Source: an optimization exercise on an open RTL-to-GDS flow (aim: small area). Production flows keep margins and buffers that such runs may drop. At most, simulation tests tie the RTL to the original design; equivalence was not proved. Power figures rest on the tool's default switching activity, not on a simulated workload.

// Game_trinity
module Game_trinity (SW, B1, B2, CLK, RST, LED, HEX0, HEX1, HEX2, HEX3, HEX4, HEX5);
Settings: LEC_CHECK=0, ABC_AREA=1, CAP_MARGIN=20, CORE_MARGIN=2, CORE_UTILIZATION=45, GPL_TIMING_DRIVEN=0, PLACE_DENSITY=0.6, SLEW_MARGIN=20; clock period 10.0 ns.
standard.sh (not shown) runs the stock make flow with config.mk's settings and CLKGATE_MAP_FILE= SYNTH_SCRIPT=/design/flow/synth_recipe.tcl, a recipe that flattens the netlist after the stock synthesis.
==> flow/flow/run.sh <==
#!/bin/bash
# Standard synthesis; then the combinational logic re-mapped for area by ABC (three seeds of
# the same script run side by side; the smallest netlist is kept), registers untouched and the
# result proven equivalent to the standard netlist; then the standard layout, with the smallest
# buffer cell on the ports and a clock tree of small buffers without dummy loads.
set -euo pipefail
YOSYS=$FLOW_HOME/../tools/install/yosys/bin/yosys
R=orfs/results/$FLOW_PLATFORM/Game_trinity/base
export RESYN_LIB=$FLOW_HOME/platforms/$FLOW_PLATFORM/lib/sky130_fd_sc_hd__tt_025C_1v80.lib
export RESYN_TOP=$FLOW_TOP RESYN_IN=$PWD/resyn_in.v

bash standard.sh synth > 1_standard_synth.log 2>&1
cp $R/1_2_yosys.v resyn_in.v
for s in 1 2 3; do
  RESYN_SCRIPT=$PWD/flow/resyn$s.abc RESYN_OUT=$PWD/resyn_out$s.v $YOSYS -c flow/resyn.tcl > 2_resyn$s.log 2>&1 &
done
wait
best=""; bestarea=""
for s in 1 2 3; do
  a=$(grep "Chip area for top module" 2_resyn$s.log | awk '{print $NF}' || true)
  if [[ -n "$a" && -s resyn_out$s.v ]]; then
    if [[ -z "$best" ]] || awk -v a="$a" -v b="$bestarea" 'BEGIN{exit !(a<b)}'; then best=$s; bestarea=$a; fi
  fi
done
echo "kept seed $best, area $bestarea" > 2_resyn_choice.log
cp resyn_out$best.v resyn_out.v
RESYN_OUT=$PWD/resyn_out.v $YOSYS -c flow/eqchk.tcl > 3_resyn_equiv.log 2>&1
cp resyn_out.v $R/1_2_yosys.v
rm -f $R/1_synth.odb $R/1_synth.sdc
bash standard.sh finish \
  BUFFER_PORTS_ARGS="-buffer_cell sky130_fd_sc_hd__buf_1" \
  CTS_ARGS="-sink_clustering_enable -repair_clock_nets -sink_clustering_size 32 -sink_clustering_max_diameter 200 -buf_list sky130_fd_sc_hd__clkbuf_4 -root_buf sky130_fd_sc_hd__clkbuf_8 -dont_use_dummy_load" \
  > 4_standard_finish.log 2>&1
Other scripts of this flow, unchanged in this note and not shown: flow/flow/eqchk.tcl, flow/flow/resyn.tcl, flow/flow/resyn1.abc, flow/flow/resyn2.abc, flow/flow/resyn3.abc
Change:
--- a/flow/design.v
+++ b/flow/design.v
@@ -269,49 +269,22 @@
 		if (hs_we & (diff == 2'd3)) Hs4 <= score;
 	end
 always @(*)
 	case (PS)
 	S0: NS = (!B1 & !W) ? S1 : S0;
 	S1: NS = cp ? S3 : (W ? S2 : S1);
 	default: NS = (SW[5:0] == 6'd0 & count == 4'd0) ? S0 : PS;
 	endcase
 always @(posedge CLK)
 	if (RST) PS <= S0;
 	else PS <= NS;
-function [0:6] seg;
-	input [3:0] v;
-	seg =
-		(v == 4'd0) ? 7'h01 :
-		(v == 4'd1) ? 7'h4F :
-		(v == 4'd2) ? 7'h12 :
-		(v == 4'd3) ? 7'h06 :
-		(v == 4'd4) ? 7'h4C :
-		(v == 4'd5) ? 7'h24 :
-		(v == 4'd6) ? 7'h20 :
-		(v == 4'd7) ? 7'h0F :
-		(v == 4'd8) ? 7'h00 :
-		(v == 4'd9) ? 7'h04 :
-		7'h7F;
-endfunction
-function [0:6] seg3;
-	input [2:0] v;
-	seg3 =
-		(v == 3'd0) ? 7'h01 :
-		(v == 3'd1) ? 7'h4F :
-		(v == 3'd2) ? 7'h12 :
-		(v == 3'd3) ? 7'h06 :
-		(v == 3'd4) ? 7'h4C :
-		(v == 3'd5) ? 7'h24 :
-		(v == 3'd6) ? 7'h20 :
-		7'h0F;
-endfunction
 reg [3:0] read;
 always @(*)
 	case (SW[9:8])
 	2'd0: read = Hs1;
 	2'd1: read = Hs2;
 	2'd2: read = Hs3;
 	default: read = Hs4;
 	endcase
 function [0:6] sym;
 	input [3:0] v;
 	sym =
Cell area is unchanged.
Synthesized cell count is unchanged.
Combinational power stays flat.
Setup slack does not change.
Hold slack does not change.
Clock power is about the same.
The RTL of the first run of this note was laid out without a check of its function.

## static timing again, ports no longer ideal
Ports are ideal in the flow. The routed layouts listed here were re-timed in OpenROAD. Step 1 (the two cells are an assumption about what drives the block):
set clk [get_ports {CLK}]
set_driving_cell -lib_cell sky130_fd_sc_hd__clkbuf_16 $clk
set_driving_cell -lib_cell sky130_fd_sc_hd__buf_2 [delete_from_list [all_inputs] $clk]
Step 2 also shifts input and output timing later by t, the mid clock arrival at the registers, as if the neighbouring blocks saw the same clock. Slacks: ideal ports / drivers / drivers and shift; pairs: ideal ports / drivers.
run	t, ns	setup slack, ns	hold WS [ns]
the first run	0.428	2.990 / 2.953 / 3.180	0.414 / 0.414 / 0.414
the second run	0.428	2.990 / 2.953 / 3.180	0.414 / 0.414 / 0.414
After both steps every run listed still meets setup and hold.
